What follows belongs to an exercise in optimizing a design on an open flow for small area and a short achievable clock period; a production flow would make more cautious choices. Function was checked by simulation only, so behaviour that the tests miss may differ from the original. Power and IR drop assume default switching activity.

[flow/run.sh]
#!/bin/bash
# synth_recipe.tcl (not shown) runs the flow's synth.tcl, then flattens the netlist and writes it again
# the make line also repeats each setting of config.mk as NAME=value (left out here)
make -C /OpenROAD-flow-scripts/flow DESIGN_CONFIG=/design/flow/config.mk WORK_HOME=/design/flow/orfs CLKGATE_MAP_FILE= SYNTH_SCRIPT=/design/flow/synth_recipe.tcl finish
[flow/config.mk]
export PLATFORM = sky130hd
export DESIGN_NAME = cpu2
export DESIGN_NICKNAME = cpu2
export VERILOG_FILES = /design/flow/design.v
export SDC_FILE = /design/flow/constraint.sdc
export NUM_CORES = 4
export LEC_CHECK = 0
export CAP_MARGIN = 20
export CORE_MARGIN = 2
export CORE_UTILIZATION = 40
export PLACE_DENSITY = 0.6
export SLEW_MARGIN = 20
[flow/constraint.sdc]
create_clock -name core_clock -period 11.0 [get_ports {clk}]
set_input_delay 2.2000 -clock core_clock [delete_from_list [all_inputs] [get_ports {clk}]]
set_output_delay 2.2000 -clock core_clock [all_outputs]
set_load 0.01 [all_outputs]
[flow/design.v]
module cpu2(
    input clk, rst_n,
    output hlt,
    output [15:0] pc,
    output [15:0] imem_addr,
    input [15:0] imem_data,
    output [15:0] dmem_addr,
    output [15:0] dmem_wdata,
    output dmem_we,
    input [15:0] dmem_rdata
);
    reg [15:0] pc_r;
    reg [15:0] if_inst, if_pc;
    reg [15:0] ex_inst, ex_pcnew, ex_rd1, ex_rd2;
    reg        ex_rfw, ex_stall, ex_flush;
    reg        ex_f1x, ex_f1m, ex_f2x, ex_f2m;    
    reg [2:0]  flags;
    reg        mem_rfw, mem_dmw, mem_mtr, mem_hlt, mem_m3;
    reg [3:0]  mem_wr;
    reg [15:0] mem_res, mem_sd;
    reg        wb_rfw, wb_hlt;
    reg [3:0]  wb_wr;
    reg [15:0] wb_data;
    wire [3:0] ex_op    = ex_inst[15:12];
    wire [3:0] ex_wr    = ex_inst[11:8];
    wire       ex_is_ld = (ex_op == 4'h8);
    wire       ex_is_st = (ex_op == 4'h9);
    wire       ex_br    = ex_op[3] & ex_op[2];           
    wire [3:0] ex_rr2   = ex_is_st ? ex_inst[11:8] : ex_inst[3:0];
    wire       ex_flagset = ex_rfw & ~ex_op[3] & ~(ex_op[1] & ex_op[0]);
    wire [15:0] id_inst = ex_flush ? 16'h0000 : if_inst;
    wire [15:0] id_pc   = ex_flush ? 16'h0000 : if_pc;
    wire [3:0]  op      = id_inst[15:12];
    wire id_is_st  = (op == 4'h9);
    wire id_lb0    = op[3] & ~op[2] & op[1];             
    wire id_is_b   = (op == 4'hC);
    wire id_is_br  = (op == 4'hD);
    wire id_is_hlt = (op == 4'hF);
    wire id_rfw    = ~(id_is_st | id_is_b | id_is_br | id_is_hlt);
    wire [3:0] rr1 = id_lb0 ? id_inst[11:8] : id_inst[7:4];
    wire [3:0] rr2 = id_is_st ? id_inst[11:8] : id_inst[3:0];
    wire stall = (ex_is_ld & ((ex_wr == rr1) | (ex_wr == rr2))) |
                 ((id_is_b | id_is_br) & ex_flagset);
    reg cond;
    always @(*) begin
        case (id_inst[11:9])
            3'b000: cond = ~flags[0];
            3'b001: cond = flags[0];
            3'b010: cond = ~flags[0] & ~flags[2];
            3'b011: cond = flags[2];
            3'b100: cond = flags[0] | ~flags[2];
            3'b101: cond = flags[2] | flags[0];
            3'b110: cond = flags[1];
            default: cond = 1'b1;
        endcase
    end
    wire flush = (id_is_b | id_is_br) & cond & ~stall;
    wire rf_we = wb_rfw & ~ex_flush;
    wire [15:0] rf_wd = wb_data & {16{rst_n}};
    wire [15:0] rfv [0:15];
    genvar gi;
    generate
        for (gi = 0; gi < 16; gi = gi + 1) begin : R
            reg [15:0] q;
            always @(posedge clk)
                if (~rst_n | (rf_we & (wb_wr == gi))) q <= rf_wd;
            assign rfv[gi] = q;
        end
    endgenerate
    wire [15:0] rd1 = (rf_we & (rr1 == wb_wr)) ? wb_data : rfv[rr1];
    wire [15:0] rd2 = (rf_we & (rr2 == wb_wr)) ? wb_data : rfv[rr2];
    wire [15:0] pc_next = id_pc + 16'd2;
    wire [15:0] pc_br   = pc_next + {{6{id_inst[8]}}, id_inst[8:0], 1'b0};
    wire [15:0] pc_new  = id_is_hlt ? id_pc :
                          (id_is_b & cond) ? pc_br :
                          (id_is_br & cond) ? rd1 : pc_next;
    wire [15:0] a1 = ex_f1x ? mem_res : ex_f1m ? wb_data : ex_rd1;
    wire [15:0] a2 = ex_f2x ? mem_res : ex_f2m ? wb_data : ex_rd2;
    wire ex_src0 = (ex_op == 4'h4) | (ex_op == 4'h5) | (ex_op == 4'h6);
    wire ex_src1 = ex_is_ld | ex_is_st;
    wire [3:0] imm4 = ex_inst[3:0];
    wire [15:0] rt = ex_src0 ? {12'h000, imm4} :
                     ex_src1 ? {{11{imm4[3]}}, imm4, 1'b0} : a2;
    wire        sub  = ~ex_op[3] & ex_op[0];
    wire [15:0] addA = {a1[15:1], a1[0] & ~ex_op[3]};
    wire [15:0] addB = sub ? ~rt : rt;
    wire [15:0] s    = addA + addB + {15'h0000, sub};
    wire        ovf  = (addA[15] == addB[15]) & (s[15] != addA[15]);
    wire [15:0] sat  = ovf ? (a1[15] ? 16'h0100 : 16'h7FFF) : s;
    wire [8:0]  red_lo = a1[7:0] + rt[7:0];
    wire [8:0]  red_hi = a1[15:8] + rt[15:8];
    wire [12:0] red_t  = {{4{red_lo[8]}}, red_lo[7:0]} + {{4{red_hi[8]}}, red_hi[7:0]};
    wire [15:0] red    = {{4{red_t[12]}}, red_t[11:0]};
    wire [4:0] n0 = a1[3:0] + rt[3:0];
    wire [4:0] n1 = a1[7:4] + rt[7:4];
    wire [4:0] n2 = a1[11:8] + rt[11:8];
    wire [4:0] n3 = a1[15:12] + rt[15:12];
    wire o0 = (a1[3] == rt[3]) & (n0[3] != a1[3]);
    wire o1 = (a1[7] == rt[7]) & (n1[3] != a1[7]);
    wire [15:0] psa;
    assign psa[3:0]   = o0 ? (a1[3] ? 4'h1 : 4'h7) : n0[3:0];
    assign psa[7:4]   = o1 ? (a1[7] ? 4'h1 : 4'h7) : n1[3:0];
    assign psa[11:8]  = (o0 & ~(a1[11] ^ rt[11])) ? (a1[11] ? 4'h1 : 4'h7) : n2[3:0];
    assign psa[15:12] = (o0 & ~(a1[15] ^ rt[15])) ? (a1[15] ? 4'h1 : 4'h7) : n3[3:0];
    wire [15:0] sll = a1 << imm4;
    wire [31:0] sr  = {{16{a1[15]}}, a1} >> imm4;
    wire [15:0] sra = sr[15:0];
    wire [31:0] rr  = {a1, a1} >> imm4;
    wire [15:0] ror = rr[15:0];
    reg [15:0] res;
    always @(*) begin
        case (ex_op)
            4'h0, 4'h1: res = sat;
            4'h2:       res = a1 ^ rt;
            4'h3:       res = red;
            4'h4:       res = sll;
            4'h5:       res = sra;
            4'h6:       res = ror;
            4'h7:       res = psa;
            4'h8, 4'h9: res = s;
            4'hA:       res = {a1[15:8], ex_inst[7:0]};
            4'hB:       res = {ex_inst[7:0], a1[7:0]};
            4'hE:       res = ex_pcnew;
            default:    res = a1;
        endcase
    end
    reg [2:0] flags_n;
    always @(*) begin
        case (ex_op)
            4'h0, 4'h1: flags_n = {~ovf & s[15], ovf, ~ovf & (s == 16'h0000)};
            4'h2, 4'h4, 4'h5, 4'h6: flags_n = {flags[2:1], flags[0] | (res == 16'h0000)};
            default:    flags_n = flags;
        endcase
    end
    assign dmem_addr  = mem_res;
    assign dmem_wdata = mem_m3 ? wb_data : mem_sd;
    assign dmem_we    = mem_dmw & rst_n;
    assign hlt       = wb_hlt;
    assign pc        = if_pc;
    assign imem_addr = pc_r;
    always @(posedge clk) begin
        if (~rst_n) begin
            pc_r <= 16'h0000; if_inst <= 16'h0000; if_pc <= 16'h0000;
            ex_inst <= 16'h0000; ex_pcnew <= 16'h0000;
            ex_rd1 <= 16'h0000; ex_rd2 <= 16'h0000;
            ex_rfw <= 1'b0; ex_stall <= 1'b0; ex_flush <= 1'b0;
            ex_f1x <= 1'b0; ex_f1m <= 1'b0; ex_f2x <= 1'b0; ex_f2m <= 1'b0;
            flags <= 3'b000;
            mem_rfw <= 1'b0; mem_dmw <= 1'b0; mem_mtr <= 1'b0; mem_hlt <= 1'b0;
            mem_m3 <= 1'b0; mem_wr <= 4'h0; mem_res <= 16'h0000; mem_sd <= 16'h0000;
            wb_rfw <= 1'b0; wb_hlt <= 1'b0; wb_wr <= 4'h0; wb_data <= 16'h0000;
        end else begin
            if (~ex_stall) begin
                pc_r    <= ex_br ? ex_pcnew : pc_r + 16'd2;
                if_inst <= imem_data;
                if_pc   <= pc_r;
            end
            ex_inst  <= stall ? 16'h0000 : id_inst;
            ex_pcnew <= stall ? 16'h0000 : pc_new;
            ex_rd1   <= stall ? 16'h0000 : rd1;
            ex_rd2   <= stall ? 16'h0000 : rd2;
            ex_rfw   <= ~stall & id_rfw;
            ex_stall <= stall;
            ex_flush <= flush;
            ex_f1x   <= ~stall & id_rfw & (rr1 == ex_wr);
            ex_f1m   <= ~stall & id_rfw & (rr1 == mem_wr);
            ex_f2x   <= ~stall & id_rfw & (rr2 == ex_wr);
            ex_f2m   <= ~stall & id_rfw & (rr2 == mem_wr);
            flags    <= flags_n;
            mem_rfw  <= ex_rfw;
            mem_dmw  <= ex_is_st;
            mem_mtr  <= ex_is_ld;
            mem_hlt  <= (ex_op == 4'hF);
            mem_wr   <= ex_wr;
            mem_res  <= res;
            mem_sd   <= ex_rd2;
            mem_m3   <= mem_rfw & (mem_wr == ex_rr2);
            wb_rfw   <= mem_rfw;
            wb_hlt   <= mem_hlt;
            wb_wr    <= mem_wr;
            wb_data  <= mem_mtr ? dmem_rdata : mem_res;
        end
    end
endmodule
==> out/summary.log <==
INFO  critical_path  setup.worst_path.class=register to register
INFO  logic_synthesis avgSynthCellArea=9.68µm²
INFO  grt            grtUsageMet1=42.5%
INFO  floorplan      floorplan.die_area=67,500µm²
INFO  worst_hold_path hp-class=register to register
INFO  timing         final-setup-viol-count=0
INFO  logic_synthesis synth_mux_area_share=8.94%
INFO  drt            final_antenna_net_count=0
INFO  grt            grtUsageMet2=53.5%
INFO  drt            num_vias=24,100
INFO  grt            grt_use_met3=6.41%
INFO  drt            first_iter_violations=3,446
INFO  floorplan      dieHeight=260µm
INFO  job            drv_cap=0
INFO  power          ir_worst_vdd=0.000152V
INFO  timing         worst_slew_margin_rel=23.2%
INFO  clock_network  cts_post_setup_buffers_inserted=0
INFO  logic_synthesis synthCells=2,701
INFO  grt            antenna_found_initial=2
INFO  power          power_density=179nW/µm²
INFO  final_layout   layout.filler_cells=6,065
INFO  logic_synthesis synth-xor-area-share=3.25%
INFO  final_layout   finalNonFillerCells=3,630
INFO  final_layout   drive_above_1_share=10.3%
INFO  place          post_dp_cell_area=28,200µm²
INFO  timing         max_freq=144MHz
INFO  logic_synthesis dominant_synthesized_flop_cell=sky130_fd_sc_hd__edfxtp_1
INFO  place          dp.cells=3,538
INFO  drt            post-route-drc-count=0
INFO  timing         final_hold_viol_count=0
INFO  clock_network  count_of_clock_tree_sinks=441
INFO  place          place.port_buffers=99
INFO  logic_synthesis ys_warn_count=1
INFO  place          place.gp.congestion=1.06
INFO  clock_network  tritoncts=yes
INFO  logic_synthesis post_synth_fa_ha_maj_area_fraction=3.20%
INFO  grt            global_route.overflow_total=0
INFO  critical_path  crit_fanout=25
INFO  critical_path  critical_path.startpoint_type=register
INFO  clock_network  cts-hold-fix-buffers=0
INFO  timing         max_clock_skew=0.0463ns
INFO  logic_synthesis syn_nets=2,797
INFO  logic_synthesis synth_top_cell_area_share=29.4%
INFO  timing         slew_at_the_pin_with_the_worst_max_slew_slack=1.15ns
INFO  floorplan      design.core.area=64,600µm²
INFO  grt            grt_start_max_net_pins=66
INFO  timing         min_period=6.94ns
INFO  drt            dr_wl_cell=32.0µm
INFO  grt            global_route_wire_length_before_repair=165mm
INFO  clock_network  cts-root-buf=sky130_fd_sc_hd__clkbuf_16
INFO  floorplan      initial_utilization=40.5%
INFO  logic_synthesis synth_compound_gate_area_share=19.4%
INFO  timing         timing.final.crit_share=63.1%
INFO  logic_synthesis yosysMostFrequentCell=sky130_fd_sc_hd__edfxtp_1
INFO  floorplan      die_w=260µm
INFO  critical_path  regToRegSetupSlack=4.06ns
INFO  logic_synthesis synth-seq-area-share=43.5%
INFO  critical_path  crit_arrival=7.46ns
INFO  logic_synthesis ys_types=87
INFO  clock_network  post_cts_resize_count=0
INFO  final_layout   p_r_area_growth_vs_syn=14.3%
INFO  logic_synthesis synth_top_cells_by_count=sky130_fd_sc_hd__edfxtp_1 (256), sky130_fd_sc_hd__nor2_1 (240), sky130_fd_sc_hd__dfxtp_1 (185)
INFO  logic_synthesis synth_area=26,200µm²
INFO  timing         slew_violations=0
INFO  outcome        run_status=timing/DRC/antenna clean
INFO  drt            first_pass_iters=6
INFO  critical_path  reg2regPathDepth=19
INFO  logic_synthesis synth_top_cells_by_area=sky130_fd_sc_hd__edfxtp_1 (29%), sky130_fd_sc_hd__dfxtp_1 (14%), sky130_fd_sc_hd__a22oi_1 (4.4%)
INFO  drt            postRouteWirelength=116mm
INFO  timing         grt_setup_unrepaired=false
INFO  logic_synthesis dominant_combinational_cell_family_by_area_after_synthesis=compound AO/OA/AOI/OAI gates
INFO  logic_synthesis synth_edf_count=256
INFO  clock_network  cts.reportedPaths.clkPinSlew=0.06ns
INFO  logic_synthesis synthSimpleGateAreaFrac=17.8%
INFO  logic_synthesis synth-async-reset-ratio=0%
INFO  power          power.leakage=0.0109µW
INFO  final_layout   finish.net_count=2,831
INFO  critical_path  crit_path_end_kind=register
INFO  critical_path  data_required_time_at_the_worst_endpoint=11.51ns
INFO  drt            detailed_route_vias_per_instance=6.63
INFO  floorplan      floorplan.io_pins=100
INFO  clock_network  clock_insertion_delay_at_the_later_pin_of_the_skew_report=0.63ns
INFO  place          detailed_place_hpwl=81.8mm
INFO  timing         fin_tns_setup=0ns
INFO  grt            first_global_vias=23,100
INFO  logic_synthesis synth_top_cell_by_area=sky130_fd_sc_hd__edfxtp_1
INFO  worst_hold_path worst_hold_path.num_cells=1
INFO  final_layout   final_area=29,900µm²
INFO  floorplan      rows=93
INFO  clock_network  h_tree_levels=2
INFO  grt            grt.busiest_layer=met2
INFO  grt            grt_util_all_layers=33.6%
INFO  logic_synthesis synth-seq-cells=441
INFO  clock_network  clock_tree.buffer_depth=3
INFO  clock_network  cts_inserted_buffers=50
INFO  final_layout   num_antenna_cells=0
[path summary, 6_finish.rpt]
| check | from | endpoint |
|---|---|---|
| worst max-delay path | ex_inst[12] | flags[0] |
| worst min-delay path | ex_rd2[15] | mem_sd[15] |
| worst max register to register | ex_inst[12] | flags[0] |
| worst min register to register | ex_rd2[15] | mem_sd[15] |
[final cells by class]
cell class | instances | area, µm² | share of cell area (%)
Clock inverter | 26 | 278 | 0.929
Sequential cell | 441 | 11400 | 38.1
Inverter | 63 | 236 | 0.791
Timing Repair Buffer | 174 | 1550 | 5.18
Multi-Input combinational cell | 2005 | 14000 | 46.7
Clock buffer | 66 | 1410 | 4.73
Tap cell | 855 | 1070 | 3.58
[cells by family (layout without fill, tap and decap cells)]
family | after synthesis | after routing
and+or+nand+nor | 915 | 915
adders and majority gates | 63 | 63
xor gates and xnor gates | 97 | 97
buffers and inverters | 255 | 329
DFF | 441 | 441
muxes | 186 | 186
AOI/OAI and AO/OA | 744 | 744
[flip-flops by register name, indices dropped and copies added, names as in the netlist, 3 cells and up]
name      flops
ex_rd2       16
flags         3
mem_wr        4
wb_data      16
if_inst      16
wb_wr         4
R.q         256
if_pc        16
ex_inst      16
ex_rd1       16
mem_res      16
ex_pcnew     16
pc_r         16
mem_sd       16
[placed cells by master (no fill, tap or decap), types with 92 or more instances in the layout]
cell type,n
sky130_fd_sc_hd__and2_1,92
sky130_fd_sc_hd__nor2_1,230
sky130_fd_sc_hd__a21oi_1,146
sky130_fd_sc_hd__o21ai_0,116
sky130_fd_sc_hd__mux2i_1,114
sky130_fd_sc_hd__edfxtp_1,256
sky130_fd_sc_hd__dfxtp_1,183
sky130_fd_sc_hd__clkdlybuf4s50_1,98
sky130_fd_sc_hd__nand2_1,136
sky130_fd_sc_hd__nand3_1,151
sky130_fd_sc_hd__a22oi_1,153
[routing by layer]
metal  up-vias  wire length, µm
li1      10300                -
met2      1516            52600
met5         -               17
met1     11800            44700
met3       402            10600
met4         2             8060
[power breakdown]
part	leakage [µW]	total, µW	switching (µW)	internal [µW]
Sequential	0.00416	2090	181	1910
Clock	0.000828	1720	736	984
Combinational	0.00588	1530	995	533
Total	0.0109	5340	1910	3430
[worst max-delay path, cell delays in order, from the launching register on]
cell and delay [ns]:
sky130_fd_sc_hd__dfxtp_1 0.56, sky130_fd_sc_hd__and2_1 0.35, sky130_fd_sc_hd__nor2_1 0.77, sky130_fd_sc_hd__o21ai_0 0.42, sky130_fd_sc_hd__ha_1 0.43, sky130_fd_sc_hd__a211oi_1 0.53, sky130_fd_sc_hd__nor2_1 0.20, sky130_fd_sc_hd__a21oi_1 0.23
sky130_fd_sc_hd__nor2b_1 0.09, sky130_fd_sc_hd__nor2_1 0.13, sky130_fd_sc_hd__xnor2_1 0.14, sky130_fd_sc_hd__ha_1 0.31, sky130_fd_sc_hd__o21ai_0 0.27, sky130_fd_sc_hd__o2bb2ai_1 0.15, sky130_fd_sc_hd__a31oi_1 0.14, sky130_fd_sc_hd__a221oi_1 0.79
sky130_fd_sc_hd__o311ai_0 0.29, sky130_fd_sc_hd__o41ai_1 0.56, sky130_fd_sc_hd__nand4_1 0.22, sky130_fd_sc_hd__o32ai_2 0.28
[per-stage QoR]
| step | total power [µW] | util (%) | hold WS, ns | setup WS [ns] |
|---|---|---|---|---|
| 5_1_grt | 5510 | 46.3 | 0.485 | 3.31 |
| 4_1_cts | 5300 | 46.3 | 0.472 | 4.15 |
| 3_3_place_gp | 3590 | 43.7 | 0.444 | 4.35 |
| 6_report | 5340 | 46.3 | 0.457 | 4.06 |
| 3_5_place_dp | 3590 | 43.7 | 0.456 | 4.18 |
| 2_1_floorplan | 2930 | - | 0.412 | 5.76 |

[static timing again, ports no longer ideal]
In the flow no input, the clock included, has a driving cell. The finished layout below was timed again as built, in two steps. Step 1, drivers: a clkbuf_16 drives clk and a buf_2 each remaining input, both assumed. Step 2 adds t to the input delays and takes it off the output delays; t is the mean of the earliest and latest rising clock arrival at the registers after step 1. Input paths then give back, and output paths get back, about the clock's delay inside the block. a / b / c = ideal / step 1 / step 2; a / b = the first two.
shift t [ns]: 0.671
setup slack, ns: 4.058 / 4.058 / 4.058
worst setup path at the end: register to register
latest minus earliest clock arrival (ns): 0.048 / 0.047
worst data-port slew with drivers (ns): 0.07
After both steps this run still meets setup and hold. For this run, drivers alone change the setup slack by 0.000 ns; drivers and shift together by 0.000 ns.
